Background: an optimization exercise with open tools, aiming at small area. Do not read the settings as production practice. In this exercise RTL edits were held to simulation tests only and were not proved equivalent to the original. In every run shown here, the design's own scripts or RTL, not TritonCTS, make the clock network. The flow treats the clock pin as an ideal source. Dropping or thinning the clock tree relies on that and would not hold on a real chip. Power and IR drop assume default switching activity.

**flow/abc_5.script**
```
strash
&get -n
&deepsyn -T 40 -S 7
&put
dch -f
map -a
strash
dc2
dch -f
amap
topo
dnsize -c
```
**flow/abc_4.script**
```
strash
&get -n
&deepsyn -T 40 -S 2
&put
dch -f
map -a
strash
dc2
dch -f
amap
topo
dnsize -c
```
**flow/abc_2.script**
```
strash
&get -n
&deepsyn -T 40 -S 1
&put
dch -f
map -a
strash
dc2
dch -f
amap
topo
dnsize -c
```
**flow/clock_tree.tcl**
```tcl
# POST_CTS hook: replace the clock tree that clock_tree_synthesis built with
# a two-level tree: the clock port drives N leaf buffers, each driving one
# cluster of flip-flops (equal-sized clusters by placed location).
set nleaf [expr { [info exists ::env(CLK_LEAVES)] ? $::env(CLK_LEAVES) : 4 }]
set leaf_cell [expr { [info exists ::env(CLK_LEAF_CELL)] ? $::env(CLK_LEAF_CELL) : "sky130_fd_sc_hd__clkbuf_8" }]
set db [ord::get_db]
set block [ord::get_db_block]
set clk_net [$block findNet clk]

# Collect the clock sinks (register clock pins) behind the CTS buffers and
# remove those buffers and their nets.
proc collect_sinks { net } {
  set sinks {}
  foreach it [$net getITerms] {
    if { [$it isInputSignal] == 0 && [$it isOutputSignal] } { continue }
    set inst [$it getInst]
    set m [[$inst getMaster] getName]
    if { [string match "*clkbuf*" $m] && [[$it getMTerm] getName] eq "A" } {
      set onet [[$inst findITerm X] getNet]
      lappend ::to_delete_insts $inst
      lappend ::to_delete_nets $onet
      set sinks [concat $sinks [collect_sinks $onet]]
    } else {
      lappend sinks $it
    }
  }
  return $sinks
}
set ::to_delete_insts {}
set ::to_delete_nets {}
set sinks [collect_sinks $clk_net]
puts "clock_tree.tcl: [llength $sinks] sinks, [llength $::to_delete_insts] CTS buffers removed, $nleaf leaves of $leaf_cell"
foreach it $sinks { $it disconnect }
foreach inst $::to_delete_insts { odb::dbInst_destroy $inst }
foreach n $::to_delete_nets { if { $n ne "NULL" && $n ne "" } { odb::dbNet_destroy $n } }

# Sink locations (centre of each instance).
set pts {}
foreach it $sinks {
  set bb [[$it getInst] getBBox]
  lappend pts [list [expr { ([$bb xMin] + [$bb xMax]) / 2.0 }] [expr { ([$bb yMin] + [$bb yMax]) / 2.0 }]]
}
# Balanced clusters: split the sinks into CLK_ROWS bands by y, then each
# band into equal groups by x.
set nrows [expr { [info exists ::env(CLK_ROWS)] ? $::env(CLK_ROWS) : 2 }]
set ncols [expr { $nleaf / $nrows }]
set n [llength $pts]
set idx {}
for { set i 0 } { $i < $n } { incr i } { lappend idx [list $i {*}[lindex $pts $i]] }
set byy [lsort -real -index 2 $idx]
set assign [lrepeat $n 0]
set cent {}
set k 0
for { set r 0 } { $r < $nrows } { incr r } {
  set lo [expr { $r * $n / $nrows }]; set hi [expr { ($r + 1) * $n / $nrows }]
  set band [lsort -real -index 1 [lrange $byy $lo [expr { $hi - 1 }]]]
  set m [llength $band]
  for { set c 0 } { $c < $ncols } { incr c } {
    set glo [expr { $c * $m / $ncols }]; set ghi [expr { ($c + 1) * $m / $ncols }]
    set sx 0.0; set sy 0.0
    foreach e [lrange $band $glo [expr { $ghi - 1 }]] {
      lset assign [lindex $e 0] $k
      set sx [expr { $sx + [lindex $e 1] }]; set sy [expr { $sy + [lindex $e 2] }]
    }
    set cnt [expr { $ghi - $glo }]
    lappend cent [list [expr { $sx / $cnt }] [expr { $sy / $cnt }]]
    incr k
  }
}
set nleaf $k

set master [$db findMaster $leaf_cell]
for { set k 0 } { $k < $nleaf } { incr k } {
  set inst [odb::dbInst_create $block $master "clkbuf_leaf_$k"]
  set net [odb::dbNet_create $block "clknet_leaf_$k"]
  $net setSigType CLOCK
  [$inst findITerm A] connect $clk_net
  [$inst findITerm X] connect $net
  set c 0
  for { set i 0 } { $i < $n } { incr i } {
    if { [lindex $assign $i] == $k } { [lindex $sinks $i] connect $net; incr c }
  }
  lassign [lindex $cent $k] cx cy
  $inst setLocation [expr { int($cx) }] [expr { int($cy) }]
  $inst setPlacementStatus PLACED
  puts "clock_tree.tcl: leaf $k drives $c sinks"
}
detailed_placement
check_placement -verbose
estimate_parasitics -placement
report_clock_skew
report_check_types -max_slew -max_capacitance -violators
```
**flow/run.sh**
```bash
#!/bin/bash
# Layout flow: the standard flow (standard.sh) with these changes.
#  - Synthesis: synth_recipe.tcl with Yosys's internal "abc -fast" skipped
#    (synth -noabc), so extract_fa sees the adder cells as the RTL writes
#    them, and the final abc run using an area-oriented script (the clock
#    period leaves ample slack): ABC's &deepsyn (40 s, with a given seed)
#    followed by area-only mapping. Synthesis is run once with each of
#    flow/abc_*.script and the one giving the smallest cell area is used for
#    the layout. Register inference and flip-flop mapping are unchanged.
#  - Port buffers are buf_1 cells; synthesis buffers are removed at floorplan;
#    one tie cell per constant value.
#  - Clock tree: after clock_tree_synthesis, flow/clock_tree.tcl rebuilds it
#    as four buf_12 buffers driven by the clock port, each driving a
#    quarter of the flip-flops grouped by location.
#  - The resizer's repairs may not use buffers larger than buf_4
#    (flow/dont_use_big.tcl).
# Each synthesis trial logs to synth_trial_N.log, the layout to
# standard_flow.log; ORFS also keeps its per-step logs under orfs/logs.
set -euo pipefail
export CLK_LEAVES=4 CLK_ROWS=2 CLK_LEAF_CELL=sky130_fd_sc_hd__buf_12
work=$PWD
reports=$work/orfs/reports/$FLOW_PLATFORM/calc_func_top/base

make_synth_tcl() {
  {
    sed '1s/yosys synth -nofsm -noshare /yosys synth -nofsm -noshare -noabc /' synth_recipe.tcl | head -1
    cat <<TCL
proc abc {args} {
  set i [lsearch -exact \$args -script]
  if { \$i >= 0 } { lset args [expr {\$i + 1}] $1 }
  yosys abc {*}\$args
}
TCL
    tail -n +2 synth_recipe.tcl
  } > custom_synth.tcl
  grep -q -- '-noabc' custom_synth.tcl
}

# Each trial's synthesis results (the whole orfs folder after the synth
# step) are kept, and the chosen one is put back, so that the layout uses
# exactly the netlist that was measured (&deepsyn stops on a time limit).
best=""
best_area=""
for script in "$work"/flow/abc_*.script; do
  n=$(basename "$script" .script)
  n=${n#abc_}
  make_synth_tcl "$script"
  rm -rf orfs
  bash standard.sh "SYNTH_SCRIPT=$work/custom_synth.tcl" synth > "synth_trial_$n.log" 2>&1 || continue
  area=$(awk '/Chip area for/ {print $NF}' "$reports/synth_stat.txt" | tail -1)
  echo "trial $n ($(basename "$script")): $area" >> synth_trials.txt
  cp -a orfs "synth_trial_$n.orfs"
  if [[ -z "$best" ]] || awk -v a="$area" -v b="$best_area" 'BEGIN { exit !(a < b) }'; then
    best=$n
    best_area=$area
  fi
done
echo "chosen: trial $best, $best_area" >> synth_trials.txt
rm -rf orfs
cp -a "synth_trial_$best.orfs" orfs
rm -rf synth_trial_*.orfs
cp "$work/flow/abc_$best.script" chosen_abc.script
make_synth_tcl "$work/chosen_abc.script"

bash standard.sh "SYNTH_SCRIPT=$work/custom_synth.tcl" \
  "BUFFER_PORTS_ARGS=-buffer_cell sky130_fd_sc_hd__buf_1" REMOVE_ABC_BUFFERS=1 \
  SKIP_REPAIR_TIE_FANOUT=1 \
  "CTS_ARGS=-sink_clustering_enable -repair_clock_nets -dont_use_dummy_load -buf_list sky130_fd_sc_hd__clkbuf_4" \
  "POST_CTS_TCL=$work/flow/clock_tree.tcl" \
  "PRE_GLOBAL_PLACE_TCL=$work/flow/dont_use_big.tcl" "PRE_RESIZE_TCL=$work/flow/dont_use_big.tcl" \
  "PRE_REPAIR_TIMING_POST_PLACE_TCL=$work/flow/dont_use_big.tcl" "PRE_GLOBAL_ROUTE_TCL=$work/flow/dont_use_big.tcl" \
  finish > standard_flow.log 2>&1
```
**flow/abc_7.script**
```
strash
&get -n
&deepsyn -T 40 -S 0
&put
dch -f
map -a
strash
dc2
dch -f
amap
topo
dnsize -c
```
**flow/abc_6.script**
```
strash
&get -n
&deepsyn -T 40 -S 33
&put
dch -f
map -a
strash
dc2
dch -f
amap
topo
dnsize -c
```
**flow/abc_1.script**
```
strash
&get -n
&deepsyn -T 40 -S 21
&put
dch -f
map -a
strash
dc2
dch -f
amap
topo
dnsize -c
```
**constraint.sdc**
```tcl
create_clock -name core_clock -period 35.0 [get_ports {clk}]
set_input_delay 7.0000 -clock core_clock [delete_from_list [all_inputs] [get_ports {clk}]]
set_output_delay 7.0000 -clock core_clock [all_outputs]
set_load 0.01 [all_outputs]
```
**config.mk**
```make
export PLATFORM = sky130hd
export DESIGN_NAME = calc_func_top
export DESIGN_NICKNAME = calc_func_top
export VERILOG_FILES = /design/flow/design.v
export SDC_FILE = /design/flow/constraint.sdc
export NUM_CORES = 4
export LEC_CHECK = 0
export CAP_MARGIN = 0
export CORE_MARGIN = 2
export CORE_UTILIZATION = 80
export GPL_TIMING_DRIVEN = 0
export SLEW_MARGIN = 0
```
**design.v**
```verilog
module mul8(
    input [7:0] a,
    input [7:0] b,
    output [15:0] p
    );
    wire pp_0_0 = a[0] & b[0];
    wire pp_0_1 = a[1] & b[0];
    wire pp_0_2 = a[2] & b[0];
    wire pp_0_3 = a[3] & b[0];
    wire pp_0_4 = a[4] & b[0];
    wire pp_0_5 = a[5] & b[0];
    wire pp_0_6 = a[6] & b[0];
    wire pp_0_7 = a[7] & b[0];
    wire pp_1_0 = a[0] & b[1];
    wire pp_1_1 = a[1] & b[1];
    wire pp_1_2 = a[2] & b[1];
    wire pp_1_3 = a[3] & b[1];
    wire pp_1_4 = a[4] & b[1];
    wire pp_1_5 = a[5] & b[1];
    wire pp_1_6 = a[6] & b[1];
    wire pp_1_7 = a[7] & b[1];
    wire pp_2_0 = a[0] & b[2];
    wire pp_2_1 = a[1] & b[2];
    wire pp_2_2 = a[2] & b[2];
    wire pp_2_3 = a[3] & b[2];
    wire pp_2_4 = a[4] & b[2];
    wire pp_2_5 = a[5] & b[2];
    wire pp_2_6 = a[6] & b[2];
    wire pp_2_7 = a[7] & b[2];
    wire pp_3_0 = a[0] & b[3];
    wire pp_3_1 = a[1] & b[3];
    wire pp_3_2 = a[2] & b[3];
    wire pp_3_3 = a[3] & b[3];
    wire pp_3_4 = a[4] & b[3];
    wire pp_3_5 = a[5] & b[3];
    wire pp_3_6 = a[6] & b[3];
    wire pp_3_7 = a[7] & b[3];
    wire pp_4_0 = a[0] & b[4];
    wire pp_4_1 = a[1] & b[4];
    wire pp_4_2 = a[2] & b[4];
    wire pp_4_3 = a[3] & b[4];
    wire pp_4_4 = a[4] & b[4];
    wire pp_4_5 = a[5] & b[4];
    wire pp_4_6 = a[6] & b[4];
    wire pp_4_7 = a[7] & b[4];
    wire pp_5_0 = a[0] & b[5];
    wire pp_5_1 = a[1] & b[5];
    wire pp_5_2 = a[2] & b[5];
    wire pp_5_3 = a[3] & b[5];
    wire pp_5_4 = a[4] & b[5];
    wire pp_5_5 = a[5] & b[5];
    wire pp_5_6 = a[6] & b[5];
    wire pp_5_7 = a[7] & b[5];
    wire pp_6_0 = a[0] & b[6];
    wire pp_6_1 = a[1] & b[6];
    wire pp_6_2 = a[2] & b[6];
    wire pp_6_3 = a[3] & b[6];
    wire pp_6_4 = a[4] & b[6];
    wire pp_6_5 = a[5] & b[6];
    wire pp_6_6 = a[6] & b[6];
    wire pp_6_7 = a[7] & b[6];
    wire pp_7_0 = a[0] & b[7];
    wire pp_7_1 = a[1] & b[7];
    wire pp_7_2 = a[2] & b[7];
    wire pp_7_3 = a[3] & b[7];
    wire pp_7_4 = a[4] & b[7];
    wire pp_7_5 = a[5] & b[7];
    wire pp_7_6 = a[6] & b[7];
    wire pp_7_7 = a[7] & b[7];
    wire hs1 = pp_0_1 ^ pp_1_0;
    wire hc2 = pp_0_1 & pp_1_0;
    wire fs3 = pp_0_2 ^ pp_1_1 ^ pp_2_0;
    wire fc4 = (pp_0_2 & pp_1_1) | (pp_0_2 & pp_2_0) | (pp_1_1 & pp_2_0);
    wire hs5 = fs3 ^ hc2;
    wire hc6 = fs3 & hc2;
    wire fs7 = pp_0_3 ^ pp_1_2 ^ pp_2_1;
    wire fc8 = (pp_0_3 & pp_1_2) | (pp_0_3 & pp_2_1) | (pp_1_2 & pp_2_1);
    wire fs9 = pp_3_0 ^ fc4 ^ fs7;
    wire fc10 = (pp_3_0 & fc4) | (pp_3_0 & fs7) | (fc4 & fs7);
    wire hs11 = fs9 ^ hc6;
    wire hc12 = fs9 & hc6;
    wire fs13 = pp_0_4 ^ pp_1_3 ^ pp_2_2;
    wire fc14 = (pp_0_4 & pp_1_3) | (pp_0_4 & pp_2_2) | (pp_1_3 & pp_2_2);
    wire fs15 = pp_3_1 ^ pp_4_0 ^ fc8;
    wire fc16 = (pp_3_1 & pp_4_0) | (pp_3_1 & fc8) | (pp_4_0 & fc8);
    wire fs17 = fs13 ^ fc10 ^ fs15;
    wire fc18 = (fs13 & fc10) | (fs13 & fs15) | (fc10 & fs15);
    wire hs19 = fs17 ^ hc12;
    wire hc20 = fs17 & hc12;
    wire fs21 = pp_0_5 ^ pp_1_4 ^ pp_2_3;
    wire fc22 = (pp_0_5 & pp_1_4) | (pp_0_5 & pp_2_3) | (pp_1_4 & pp_2_3);
    wire fs23 = pp_3_2 ^ pp_4_1 ^ pp_5_0;
    wire fc24 = (pp_3_2 & pp_4_1) | (pp_3_2 & pp_5_0) | (pp_4_1 & pp_5_0);
    wire fs25 = fc14 ^ fs21 ^ fs23;
    wire fc26 = (fc14 & fs21) | (fc14 & fs23) | (fs21 & fs23);
    wire fs27 = fc16 ^ fs25 ^ fc18;
    wire fc28 = (fc16 & fs25) | (fc16 & fc18) | (fs25 & fc18);
    wire hs29 = fs27 ^ hc20;
    wire hc30 = fs27 & hc20;
    wire fs31 = pp_0_6 ^ pp_1_5 ^ pp_2_4;
    wire fc32 = (pp_0_6 & pp_1_5) | (pp_0_6 & pp_2_4) | (pp_1_5 & pp_2_4);
    wire fs33 = pp_3_3 ^ pp_4_2 ^ pp_5_1;
    wire fc34 = (pp_3_3 & pp_4_2) | (pp_3_3 & pp_5_1) | (pp_4_2 & pp_5_1);
    wire fs35 = pp_6_0 ^ fc22 ^ fc24;
    wire fc36 = (pp_6_0 & fc22) | (pp_6_0 & fc24) | (fc22 & fc24);
    wire fs37 = fs31 ^ fs33 ^ fc26;
    wire fc38 = (fs31 & fs33) | (fs31 & fc26) | (fs33 & fc26);
    wire fs39 = fs35 ^ fs37 ^ fc28;
    wire fc40 = (fs35 & fs37) | (fs35 & fc28) | (fs37 & fc28);
    wire hs41 = fs39 ^ hc30;
    wire hc42 = fs39 & hc30;
    wire fs43 = pp_0_7 ^ pp_1_6 ^ pp_2_5;
    wire fc44 = (pp_0_7 & pp_1_6) | (pp_0_7 & pp_2_5) | (pp_1_6 & pp_2_5);
    wire fs45 = pp_3_4 ^ pp_4_3 ^ pp_5_2;
    wire fc46 = (pp_3_4 & pp_4_3) | (pp_3_4 & pp_5_2) | (pp_4_3 & pp_5_2);
    wire fs47 = pp_6_1 ^ pp_7_0 ^ fc32;
    wire fc48 = (pp_6_1 & pp_7_0) | (pp_6_1 & fc32) | (pp_7_0 & fc32);
    wire fs49 = fc34 ^ fs43 ^ fs45;
    wire fc50 = (fc34 & fs43) | (fc34 & fs45) | (fs43 & fs45);
    wire fs51 = fc36 ^ fs47 ^ fs49;
    wire fc52 = (fc36 & fs47) | (fc36 & fs49) | (fs47 & fs49);
    wire fs53 = fc38 ^ fs51 ^ fc40;
    wire fc54 = (fc38 & fs51) | (fc38 & fc40) | (fs51 & fc40);
    wire hs55 = fs53 ^ hc42;
    wire hc56 = fs53 & hc42;
    wire fs57 = pp_1_7 ^ pp_2_6 ^ pp_3_5;
    wire fc58 = (pp_1_7 & pp_2_6) | (pp_1_7 & pp_3_5) | (pp_2_6 & pp_3_5);
    wire fs59 = pp_4_4 ^ pp_5_3 ^ pp_6_2;
    wire fc60 = (pp_4_4 & pp_5_3) | (pp_4_4 & pp_6_2) | (pp_5_3 & pp_6_2);
    wire fs61 = pp_7_1 ^ fc44 ^ fc46;
    wire fc62 = (pp_7_1 & fc44) | (pp_7_1 & fc46) | (fc44 & fc46);
    wire fs63 = fs57 ^ fs59 ^ fc48;
    wire fc64 = (fs57 & fs59) | (fs57 & fc48) | (fs59 & fc48);
    wire fs65 = fc50 ^ fs61 ^ fc52;
    wire fc66 = (fc50 & fs61) | (fc50 & fc52) | (fs61 & fc52);
    wire fs67 = fs63 ^ fs65 ^ fc54;
    wire fc68 = (fs63 & fs65) | (fs63 & fc54) | (fs65 & fc54);
    wire hs69 = fs67 ^ hc56;
    wire hc70 = fs67 & hc56;
    wire fs71 = pp_2_7 ^ pp_3_6 ^ pp_4_5;
    wire fc72 = (pp_2_7 & pp_3_6) | (pp_2_7 & pp_4_5) | (pp_3_6 & pp_4_5);
    wire fs73 = pp_5_4 ^ pp_6_3 ^ pp_7_2;
    wire fc74 = (pp_5_4 & pp_6_3) | (pp_5_4 & pp_7_2) | (pp_6_3 & pp_7_2);
    wire fs75 = fc58 ^ fc60 ^ fs71;
    wire fc76 = (fc58 & fc60) | (fc58 & fs71) | (fc60 & fs71);
    wire fs77 = fs73 ^ fc62 ^ fs75;
    wire fc78 = (fs73 & fc62) | (fs73 & fs75) | (fc62 & fs75);
    wire fs79 = fc64 ^ fs77 ^ fc66;
    wire fc80 = (fc64 & fs77) | (fc64 & fc66) | (fs77 & fc66);
    wire fs81 = fs79 ^ fc68 ^ hc70;
    wire fc82 = (fs79 & fc68) | (fs79 & hc70) | (fc68 & hc70);
    wire fs83 = pp_3_7 ^ pp_4_6 ^ pp_5_5;
    wire fc84 = (pp_3_7 & pp_4_6) | (pp_3_7 & pp_5_5) | (pp_4_6 & pp_5_5);
    wire fs85 = pp_6_4 ^ pp_7_3 ^ fc72;
    wire fc86 = (pp_6_4 & pp_7_3) | (pp_6_4 & fc72) | (pp_7_3 & fc72);
    wire fs87 = fc74 ^ fs83 ^ fc76;
    wire fc88 = (fc74 & fs83) | (fc74 & fc76) | (fs83 & fc76);
    wire fs89 = fs85 ^ fc78 ^ fs87;
    wire fc90 = (fs85 & fc78) | (fs85 & fs87) | (fc78 & fs87);
    wire fs91 = fs89 ^ fc80 ^ fc82;
    wire fc92 = (fs89 & fc80) | (fs89 & fc82) | (fc80 & fc82);
    wire fs93 = pp_4_7 ^ pp_5_6 ^ pp_6_5;
    wire fc94 = (pp_4_7 & pp_5_6) | (pp_4_7 & pp_6_5) | (pp_5_6 & pp_6_5);
    wire fs95 = pp_7_4 ^ fc84 ^ fs93;
    wire fc96 = (pp_7_4 & fc84) | (pp_7_4 & fs93) | (fc84 & fs93);
    wire fs97 = fc86 ^ fs95 ^ fc88;
    wire fc98 = (fc86 & fs95) | (fc86 & fc88) | (fs95 & fc88);
    wire fs99 = fc90 ^ fs97 ^ fc92;
    wire fc100 = (fc90 & fs97) | (fc90 & fc92) | (fs97 & fc92);
    wire fs101 = pp_5_7 ^ pp_6_6 ^ pp_7_5;
    wire fc102 = (pp_5_7 & pp_6_6) | (pp_5_7 & pp_7_5) | (pp_6_6 & pp_7_5);
    wire fs103 = fc94 ^ fs101 ^ fc96;
    wire fc104 = (fc94 & fs101) | (fc94 & fc96) | (fs101 & fc96);
    wire fs105 = fs103 ^ fc98 ^ fc100;
    wire fc106 = (fs103 & fc98) | (fs103 & fc100) | (fc98 & fc100);
    wire fs107 = pp_6_7 ^ pp_7_6 ^ fc102;
    wire fc108 = (pp_6_7 & pp_7_6) | (pp_6_7 & fc102) | (pp_7_6 & fc102);
    wire fs109 = fs107 ^ fc104 ^ fc106;
    wire fc110 = (fs107 & fc104) | (fs107 & fc106) | (fc104 & fc106);
    wire fs111 = pp_7_7 ^ fc108 ^ fc110;
    wire fc112 = (pp_7_7 & fc108) | (pp_7_7 & fc110) | (fc108 & fc110);
    assign p[0] = pp_0_0;
    assign p[1] = hs1;
    assign p[2] = hs5;
    assign p[3] = hs11;
    assign p[4] = hs19;
    assign p[5] = hs29;
    assign p[6] = hs41;
    assign p[7] = hs55;
    assign p[8] = hs69;
    assign p[9] = fs81;
    assign p[10] = fs91;
    assign p[11] = fs99;
    assign p[12] = fs105;
    assign p[13] = fs109;
    assign p[14] = fs111;
    assign p[15] = fc112;
endmodule
module calc_func_top(
    input clk,
    input rst,
    input [15:0] sw,
    input btnC,
    input btnU,
    input btnD,
    input btnR,
    input btnL,
    output [3:0] an,
    output [6:0] seg,
    output dp,
    output [15:0] led
    );
    wire [7:0] a = sw[15:8];
    wire [7:0] b = sw[7:0];
    reg [3:0] dcnt;
    always @(posedge clk)
        if (rst) dcnt <= 4'd0;
        else     dcnt <= {dcnt[2:0], dcnt[3] ^ dcnt[2] ^ (dcnt[2:0] == 3'd0)};
    wire sen  = (dcnt == 4'd13);     
    wire post = (dcnt == 4'd10);     
    localparam [4:0] S20 = 5'b11011, S21 = 5'b10110;
    reg [4:0] cc, cu, cd, cr, cl;
    wire keep = ~sen & ~rst;
    always @(posedge clk) begin
        cc <= ({5{sen & btnC & ~rst}} & ((cc == S20) ? S20 : shift(cc))) | ({5{keep}} & cc);
        cu <= ({5{sen & btnU & ~rst}} & step(cu)) | ({5{keep}} & cu);
        cd <= ({5{sen & btnD & ~rst}} & step(cd)) | ({5{keep}} & cd);
        cr <= ({5{sen & btnR & ~rst}} & step(cr)) | ({5{keep}} & cr);
        cl <= ({5{sen & btnL & ~rst}} & step(cl)) | ({5{keep}} & cl);
    end
    function [4:0] shift(input [4:0] c);
        shift = {c[3:0], ~(c[4] ^ c[2])};
    endfunction
    function [4:0] step(input [4:0] c);
        step = (c == S21) ? S21 : shift(c);
    endfunction
    wire lvl_c = (cc == S20);
    wire lvl_u = (cu == S20) | (cu == S21);
    wire lvl_d = (cd == S20) | (cd == S21);
    wire lvl_r = (cr == S20) | (cr == S21);
    wire lvl_l = (cl == S20) | (cl == S21);
    wire add_p  = post & (cu == S20);
    wire mult_p = post & (cr == S20);
    wire sub_p  = post & (cd == S20);
    wire div_p  = post & (cl == S20);
    wire sel_add  = lvl_c & lvl_u;
    wire sel_mult = lvl_c & lvl_r & ~lvl_u;
    wire sel_sub  = lvl_c & lvl_d & ~lvl_u & ~lvl_r;
    wire sel_div  = lvl_c & lvl_l & ~lvl_u & ~lvl_r & ~lvl_d;
    reg [2:0] state;
    always @(posedge clk)
        if (rst) state <= 3'd0;
        else     state <= {sel_div, sel_mult | sel_sub, sel_add | sel_sub};
    reg [1:0] addr;
    always @(posedge clk)
        if (rst)         addr <= 2'd0;
        else if (add_p)  addr <= 2'd0;
        else if (mult_p) addr <= 2'd1;
        else if (sub_p)  addr <= 2'd2;
        else if (div_p)  addr <= 2'd3;
    assign led = {~sel_add, ~sel_mult, ~sel_sub, ~sel_div, 5'd0, state, 2'd0, addr};
    wire wr      = |state;
    wire is_div  = state[2];
    wire is_mult = state[1] & ~state[0];
    wire is_sub  = state[1] & state[0];
    wire [7:0] as;
    wire       as_c;
    addsub8 u_as (.a(a), .b(b), .sub(is_sub), .s(as), .co(as_c));
    wire [15:0] p;
    mul8 u_mul (.a(a), .b(b), .p(p));
    wire [7:0] q;
    wire bz;
    div8 u_div (.a(a), .b(b), .q(q), .bz(bz));
    wire [15:0] r_as  = {{7{is_sub & ~as_c}}, as_c ^ is_sub, as};
    wire [15:0] r_div = {{8{bz}}, q};
    wire g_div = is_div & ~rst;
    wire g_mul = is_mult & ~rst;
    wire g_as  = ~is_div & ~is_mult & ~rst;
    wire [15:0] wdata = ({16{g_div}} & r_div) | ({16{g_mul}} & p) | ({16{g_as}} & r_as);
    reg [15:0] mem0, mem1, mem2, mem3, disp;
    always @(posedge clk) begin
        if (rst | (wr & (addr == 2'd0))) mem0 <= wdata;
        if (rst | (wr & (addr == 2'd1))) mem1 <= wdata;
        if (rst | (wr & (addr == 2'd2))) mem2 <= wdata;
        if (rst | (wr & (addr == 2'd3))) mem3 <= wdata;
    end
    wire ld = ~rst & ~wr;
    wire r0 = ld & (addr == 2'd0);
    wire r1 = ld & (addr == 2'd1);
    wire r2 = ld & (addr == 2'd2);
    wire r3 = ld & (addr == 2'd3);
    wire hold = ~rst & wr;
    always @(posedge clk)
        disp <= ({16{r0}} & mem0) | ({16{r1}} & mem1) | ({16{r2}} & mem2) | ({16{r3}} & mem3)
              | ({16{hold}} & disp);
    reg [2:0] cnt;
    reg clkd;
    reg [1:0] dig;
    always @(posedge clk)
        if (rst) begin
            cnt <= 3'd0; clkd <= 1'b0; dig <= 2'd0;
        end else if (cnt[2]) begin
            cnt <= 3'd0; clkd <= ~clkd;
            if (!clkd) dig <= {dig[0], ~dig[1]};    
        end else
            cnt <= cnt + 3'd1;
    assign an = {~(dig == 2'b10), ~(dig == 2'b11), ~(dig == 2'b01), ~(dig == 2'b00)};
    reg [3:0] nib;
    always @(*)
        case (dig)
            2'd0: nib = disp[3:0];
            2'd1: nib = disp[7:4];
            2'd3: nib = disp[11:8];
            default: nib = disp[15:12];
        endcase
    reg [6:0] s;
    always @(*)
        case (nib)
            4'h0: s = 7'b1000000;
            4'h1: s = 7'b1111001;
            4'h2: s = 7'b0100100;
            4'h3: s = 7'b0110000;
            4'h4: s = 7'b0011001;
            4'h5: s = 7'b0010010;
            4'h6: s = 7'b0000010;
            4'h7: s = 7'b1111000;
            4'h8: s = 7'b0000000;
            4'h9: s = 7'b0011000;
            4'ha: s = 7'b0001000;
            4'hb: s = 7'b0000011;
            4'hc: s = 7'b1000110;
            4'hd: s = 7'b0100001;
            4'he: s = 7'b0000110;
            default: s = 7'b0001110;
        endcase
    assign seg = s;
    assign dp = 1'b1;
endmodule
module addsub8(
    input [7:0] a,
    input [7:0] b,
    input sub,
    output [7:0] s,
    output co
    );
    wire [8:0] c;
    wire [7:0] bs = b ^ {8{sub}};
    assign c[0] = sub;
    genvar i;
    generate
        for (i = 0; i < 8; i = i + 1) begin : g_bit
            assign s[i] = a[i] ^ bs[i] ^ c[i];
            assign c[i+1] = (a[i] & bs[i]) | (a[i] & c[i]) | (bs[i] & c[i]);
        end
    endgenerate
    assign co = c[8];
endmodule
module div8(
    input [7:0] a,
    input [7:0] b,
    output [7:0] q,
    output bz
    );
    wire [7:0] nb = ~b;
    wire [8:1] hz;
    assign hz[8] = 1'b1;
    genvar w, j;
    generate
        for (w = 7; w >= 1; w = w - 1) begin : g_hz
            assign hz[w] = hz[w+1] & nb[w];
        end
    endgenerate
    assign bz = hz[1] & nb[0];
    wire [71:0] rem;
    generate
        for (w = 1; w <= 8; w = w + 1) begin : g_step
            wire [w-1:0] tt;
            if (w == 1) begin : g_first
                assign tt = a[7];
            end else begin : g_next
                assign tt = {rem[8*(w-1) +: w-1], a[8-w]};
            end
            wire [w:0] c;
            wire [w-1:0] d;
            assign c[1] = tt[0] | nb[0];
            for (j = 1; j < w; j = j + 1) begin : g_bit
                if (w < 8) begin : g_fa
                    assign d[j] = tt[j] ^ nb[j] ^ c[j];
                    assign c[j+1] = (tt[j] & nb[j]) | (tt[j] & c[j]) | (nb[j] & c[j]);
                end else begin : g_cmp
                    assign c[j+1] = (tt[j] & nb[j]) | (tt[j] & c[j]) | (nb[j] & c[j]);
                end
            end
            assign q[8-w] = hz[w] & c[w];
            if (w > 1) begin : g_rhi
                assign rem[8*w+1 +: w-1] = q[8-w] ? d[w-1:1] : tt[w-1:1];
            end
            assign rem[8*w] = tt[0] ^ (q[8-w] & b[0]);
        end
    endgenerate
endmodule
```
**flow/abc_3.script**
```
strash
&get -n
&deepsyn -T 40 -S 11
&put
dch -f
map -a
strash
dc2
dch -f
amap
topo
dnsize -c
```
**standard.sh**
```bash
#!/bin/bash
# synth_recipe.tcl (not shown) runs the flow's synth.tcl, then flattens the netlist and writes it again
# the make line also repeats each setting of config.mk as NAME=value (left out here)
make -C /OpenROAD-flow-scripts/flow DESIGN_CONFIG=/design/flow/config.mk WORK_HOME=/design/flow/orfs CLKGATE_MAP_FILE= SYNTH_SCRIPT=/design/flow/synth_recipe.tcl "${@:-finish}"
```
**flow/dont_use_big.tcl**
```tcl
# Keep the resizer's slew and fanout repairs to small buffers: at this clock
# period the large ones only add area.
set_dont_use [get_lib_cells {sky130_fd_sc_hd__buf_6 sky130_fd_sc_hd__buf_8 sky130_fd_sc_hd__buf_12 sky130_fd_sc_hd__buf_16 sky130_fd_sc_hd__clkbuf_8}]
```
**flow/abc_8.script**
```
strash
dc2
dch -f
map -a
strash
dc2
dch -f
amap
topo
dnsize -c
```
==> reports/qor.yml, run 1 <==
logic_synthesis:
  postSynth.asyncResetShare: 0
  synth_edf_count: 64
  ys_types: 37
  ys_seq_area_frac: 0.4241
  ys.flop_type: "edfxtp_1"
  avgSynthCellArea_sq_um: 10.50
  syn_inst: 683
  ys_ff_latch: 120
  yosysWarnings: 1
  synthesis.area_sq_um: 7174
die:
  rows: 34
  fp.dieW_microns: 98.70
  core_area_sq_um: 8721
  die_y_microns: 98.70
  start_util: 0.8227
  ioPinCount: 51
  die_area_sq_um: 9742
power:
  p_per_area_nw_per_um2: 40.49
  ir_worst_vdd_uv: 22.61
  leakagePower_nw: 2.747
timing:
  setup_tns_ps: 0
  fin_crit_ps: 24430
  fin_crit_sh: 0.6981
  slew_headroom: 0.1780
  fin_skew_ps: 11.60
  setup_viol: 0
  hold_viol_final: 0
  slew_violations: 0
  tightest_slew_ps: 1224
  grt_setup_unrepaired: "no"
  max_freq_mhz: 40.93
drt:
  wirelength_microns: 18570
  vias: 5970
  drtIter0Drc: 659
  wire_per_inst_microns: 22.32
  vias_per_cell: 7.175
  antenna_left: 0
  dr.pass1.iters: 8
  route.detailed.drc: 0
global_routing:
  grtUsageTotal: 0.3976
  grt_antenna_before_repair: 0
  overflow: 0
  grt_max_degree: 31
  grt_pass1_vias: 6066
  grt_pass1_wl_microns: 30190
setup_path:
  crit_required_ps: 34970
  critPathLaunchType: "input pin"
  slowest_stage: "nor4_1"
  cp.arrival_ps: 24410
  cpPeakStageDelay_ps: 880
  crit_type: "in -> reg"
  cp_max_fo: 12
  crit_path_end_kind: "register"
  timing.critical_path.mode_cell: "fa_1"
final_layout:
  nFillCells: 424
  fin_util: 0.8697
  layout-drive-gt1-share: 0.02210
  area_growth_pct: 5.720
  antenna_cells: 0
  final_cell_area_sq_um: 7585
  stdcell_count: 832
  num-nets-final: 839
placement:
  routabilityCongestion: 0.9265
  dp.cells: 828
  placed_area_sq_um: 7505
  portBuffers: 42
  hpwl_microns: 13430
cts:
  clkTransAtPathRegs_ps: 110
  cts.sinks: 120
  clk_latency_ps: 150
flow_run:
  timing.max_cap.violations: 0
run_status:
  status: "timing/DRC/antenna clean"
min_path:
  hp-class: "reg -> reg"
placed cells by master, fill, tap and decap left out, types with 3 or more instances in the layout:
cell type  instances
nor3_1             9
a22o_1             5
a22oi_1            6
o22ai_1           35
o211ai_1           8
nor3_2             4
nand3_1           16
a21oi_1           23
ha_1              13
and3_1             3
nand2_1           41
edfxtp_1          64
o21ai_0           44
a32oi_1            4
nor2_1            99
a31oi_1            4
o31ai_4            4
o22a_1             4
a222oi_1          18
a221oi_1           5
dfxtp_1           56
nor4_1             9
buf_12             4
fa_1              77
buf_4              4
buf_1             42
clkinv_1          92
nor2b_1           10
o31ai_1            3
kinds of logic after synthesis:
logic type | count (synthesis) | synth area share
DFF | 120 | 0.4241
buffers and inverters | 101 | 0.05755
other | 2 | 0.001047
adders and majority gates | 90 | 0.2375
AOI/OAI and AO/OA | 174 | 0.1627
and+or+nand+nor | 196 | 0.1170
final cells by class:
cell class / count / area [sq um] / share of cell area
inverters: 92 / 345.3 / 0.04553
plain buffers: 4 / 80.08 / 0.01056
well taps: 108 / 135.1 / 0.01782
repair buffers: 46 / 187.7 / 0.02474
flip-flops and latches: 120 / 3043 / 0.4012
multi-input cells: 462 / 3794 / 0.5002
worst paths after layout:
check                      start            endpoint  slack (ps)  cells after the start
max reg2reg  state[0]$_SDFF_PP0_  mem2[11]$_DFFE_PP_       29160                     16
min reg2reg    cnt[0]$_SDFF_PP0_   cnt[0]$_SDFF_PP0_         430                      1
min            cnt[0]$_SDFF_PP0_   cnt[0]$_SDFF_PP0_         430                      1
max                        sw[6]   mem1[0]$_DFFE_PP_       10570                     55
power breakdown:
part | leakage [nW] | internal [mW] | switching (mW)
logic | 1.59 | 0.0378 | 0.0574
registers | 1.12 | 0.157 | 0.00348
clock network | 0.0376 | 0.0187 | 0.0330
total | 2.75 | 0.213 | 0.0939
worst max-delay path, delay by kind of cell:
| family | cells | cell delay [ps] |
|---|---|---|
| compound gates | 20 | 3620 |
| simple gates | 12 | 4020 |
| fa+ha+maj | 21 | 8970 |
| buf+inv | 2 | 800 |
registers in the layout (all words and copies together), names as in the netlist:
| signal | flops |
|---|---|
| cd | 5 |
| cl | 5 |
| clkd | 1 |
| mem2 | 16 |
| cr | 5 |
| mem1 | 16 |
| cc | 5 |
| cnt | 3 |
| dig | 2 |
| mem3 | 16 |
| disp | 16 |
| dcnt | 4 |
| mem0 | 16 |
| state | 3 |
| addr | 2 |
| cu | 5 |
through the flow:
step	power [mW]	setup slack [ps]	hold slack, ps
after floorplan	0.2283	13120	396.4
after global routing	0.3217	9562	440.7
final	0.3071	10570	432.6
after global placement	0.2475	11260	407.6
after detailed placement	0.2568	10550	420.4
synth_stat cells, types with 8 or more instances:
master    instances  area, sq um
nor2_1           99        371.6
clkinv_1         92        345.3
fa_1             77         1541
edfxtp_1         64         1922
dfxtp_1          56         1121
o21ai_0          44        220.2
nand2_1          41        153.9
o22ai_1          35        219.0
a21oi_1          23        115.1
a222oi_1         18        180.2
nand3_1          16        80.08
ha_1             13        162.7
nor3_1           13        65.06
nor2b_1          10        62.56
buf_4             9        67.56
nor4_1            9        56.30
o211ai_1          8        60.06
layer usage:
metal	part of all wire	global-route usage	up-vias
met2	0.50	0.6928	508
li1	-	-	2523
met1	0.35	0.5071	2828
met5	0	0	-
met3	0.10	0.06170	111
met4	0.052	0.1570	0
==> run 2, diff against run 1 <==
--- a/flow/run.sh
+++ b/flow/run.sh
@@ -14,3 +14,3 @@
 #    quarter of the flip-flops grouped by location.
-#  - The resizer's repairs may not use buffers larger than buf_4
+#  - The resizer's repairs may not use buffers larger than buf_2
 #    (flow/dont_use_big.tcl).
==> flow/dont_use_big.tcl (replaced) <==
# Keep the resizer's slew and fanout repairs to small buffers: at this clock
# period the large ones only add area.
set_dont_use [get_lib_cells {sky130_fd_sc_hd__buf_4 sky130_fd_sc_hd__clkbuf_4 sky130_fd_sc_hd__bufbuf_8 sky130_fd_sc_hd__bufbuf_16 sky130_fd_sc_hd__clkbuf_16 sky130_fd_sc_hd__buf_6 sky130_fd_sc_hd__buf_8 sky130_fd_sc_hd__buf_12 sky130_fd_sc_hd__buf_16 sky130_fd_sc_hd__clkbuf_8}]
==> run 2 against run 1 <==
Routed wire length grew 2.9%; total power increased by 0.28%; critical path type unchanged; still clean on timing, DRC and antenna; largest cell class unchanged; combinational power about the same.
==> reports/qor.yml, run 2 <==
setup_path:
  crit_path_end_kind: "register"
  cp_max_fo: 12
  cp.arrival_ps: 24440
  crit_type: "in -> reg"
  slowest_stage: "nor4_1"
  timing.critical_path.mode_cell: "fa_1"
  critPathLaunchType: "input pin"
  crit_required_ps: 34970
  cpPeakStageDelay_ps: 850
  rrSetupSlack_ps: 29230
final_layout:
  layout.cells.most_common: "nor2_1"
  layout_common_cells: "nor2_1 (99), clkinv_1 (92), fa_1 (77), edfxtp_1 (64), dfxtp_1 (56)"
  antenna_cells: 0
  nFillCells: 432
  area_growth_pct: 5.581
  layout-drive-gt1-share: 0.02210
  num-nets-final: 839
  final_cell_area_sq_um: 7575
global_routing:
  overflow: 0
  grt_pass1_wl_microns: 30620
  grt_max_degree: 31
  grtUsageTotal: 0.4038
  grt_antenna_before_repair: 0
  grt_pass1_vias: 6203
logic_synthesis:
  yosysMostFrequentCell: "nor2_1"
  synth_compound_area_frac: 0.1627
  yosysWarnings: 1
  synthMuxAreaShare: 0
  syn_inst: 683
  synthSimpleGateAreaFrac: 0.1170
  synth_xor_area_frac: 0
  ys.flop_type: "edfxtp_1"
  ys_seq_area_frac: 0.4241
  yosysTopAreaCellShare: 0.2679
  ys_ff_latch: 120
  postSynth.asyncResetShare: 0
  synth_top_family_by_area: "adder cells"
  synthesis.area_sq_um: 7174
  synth_top_cell_by_area: "edfxtp_1"
  synth_common_cells: "nor2_1 (99), clkinv_1 (92), fa_1 (77)"
  synth_adder_area_share: 0.2375
  synth_edf_count: 64
  avgSynthCellArea_sq_um: 10.50
  ys_types: 37
  synth_top_cells_by_area: "edfxtp_1 (27%), fa_1 (21%), dfxtp_1 (16%)"
drt:
  drtIter0Drc: 637
  antenna_left: 0
  route.detailed.drc: 0
  vias_per_cell: 7.215
  vias: 6003
  dr.pass1.iters: 8
  wirelength_microns: 19100
  wire_per_inst_microns: 22.96
die:
  rows: 34
  start_util: 0.8227
  die_area_sq_um: 9742
  fp.dieW_microns: 98.70
  die_y_microns: 98.70
  ioPinCount: 51
  core_area_sq_um: 8721
flow_run:
  timing.max_cap.violations: 0
timing:
  tightest_slew_ps: 1130
  hold_viol_final: 0
  max_freq_mhz: 40.86
  fin_skew_ps: 8.845
  setup_viol: 0
  slew_headroom: 0.2411
  grt_setup_unrepaired: "no"
  slew_violations: 0
  fin_crit_ps: 24470
  fin_crit_sh: 0.6992
  setup_tns_ps: 0
cts:
  clk_latency_ps: 140
  clkTransAtPathRegs_ps: 110
  cts.sinks: 120
power:
  ir_worst_vdd_uv: 21.37
  p_per_area_nw_per_um2: 40.66
  leakagePower_nw: 2.746
  p_total_uw: 308.0
run_status:
  status: "timing/DRC/antenna clean"
placement:
  placed_area_sq_um: 7495
  portBuffers: 42
  routabilityCongestion: 0.9265
  hpwl_microns: 13530
min_path:
  hp-class: "reg -> reg"
-- run 2: kinds of logic (layout without fill, tap and decap cells) --
group	count (synthesis)	count (layout)
simple gates	196	196
compound gates	174	174
flops	120	120
buf+inv	101	142
fa+ha+maj	90	90
other cells	2	2
-- run 2: per-stage QoR --
step / worst slack, ps / hold slack [ps] / instances / util
after floorplan: 13120 / 396.4 / 674 / -
after detailed placement: 10610 / 411.4 / 828 / 0.8594
after global placement: 11260 / 407.6 / 824 / 0.8485
after global routing: 9407 / 454.4 / 832 / 0.8686
final: 10530 / 428.9 / 832 / 0.8686
-- run 2: power breakdown --
part / leakage [nW] / switching (mW) / internal (mW) / total, mW
clock network: 0.0376 / 0.0337 / 0.0187 / 0.0524
registers: 1.12 / 0.00340 / 0.157 / 0.160
logic: 1.59 / 0.0578 / 0.0377 / 0.0954
-- run 2: area by class of cell --
cell class	instances	area [sq um]	share of cell area
multi-input combinational	462	3794	0.5008
inverter	92	345.3	0.04559
sequential	120	3043	0.4017
tap	108	135.1	0.01784
timing repair buffer	46	177.7	0.02346
buffer	4	80.08	0.01057
-- run 2: path summary, 6_finish.rpt --
check,from,endpoint,depth (start not counted)
hold reg to reg,cnt[0]$_SDFF_PP0_,cnt[0]$_SDFF_PP0_,1
setup reg to reg,state[0]$_SDFF_PP0_,mem0[11]$_DFFE_PP_,16
setup / recovery,sw[6],mem1[0]$_DFFE_PP_,55
hold / removal,cnt[0]$_SDFF_PP0_,cnt[0]$_SDFF_PP0_,1
-- run 2: worst max-delay path, delay by kind of cell --
family | cells | cell delay (ps)
and+or+nand+nor | 12 | 3990
buffers and inverters | 2 | 810
adders and majority gates | 21 | 8960
AOI/OAI and AO/OA | 20 | 3640
-- run 2: layer usage --
metal | vias up | global-route usage | share of wire
li1 | 2515 | - | -
met1 | 2841 | 0.5028 | 0.34
met2 | 533 | 0.6913 | 0.50
met3 | 114 | 0.06667 | 0.10
met4 | 0 | 0.2034 | 0.055
met5 | - | 0 | 0

-- re-timing with driven ports --
The results above use ideal ports. As a check the final layouts listed here were re-extracted and re-timed, cells and wires unchanged.
Step 1 (the two cells are an assumption about what drives the block):
set clk [get_ports {clk}]
set_driving_cell -lib_cell sky130_fd_sc_hd__clkbuf_16 $clk
set_driving_cell -lib_cell sky130_fd_sc_hd__buf_2 [delete_from_list [all_inputs] $clk]
Step 2 moves the port delays by t, midway between the first and last clock arrival at a register: inputs arrive t later, outputs are due t later. That takes back most of the time a late clock gives input paths.
a / b / c = ideal ports / drivers / drivers and shift; a / b = the first two.
| run | t, ns | slack for setup (ns) | clock arrival spread, ns | pins driven straight from the clock port |
|---|---|---|---|---|
| run 1 | 0.226 | 10.566 / 10.629 / 10.403 | 0.012 / 0.011 | 4 |
| run 2 | 0.227 | 10.529 / 10.593 / 10.366 | 0.012 / 0.012 | 4 |
After both steps every run listed still meets setup and hold.
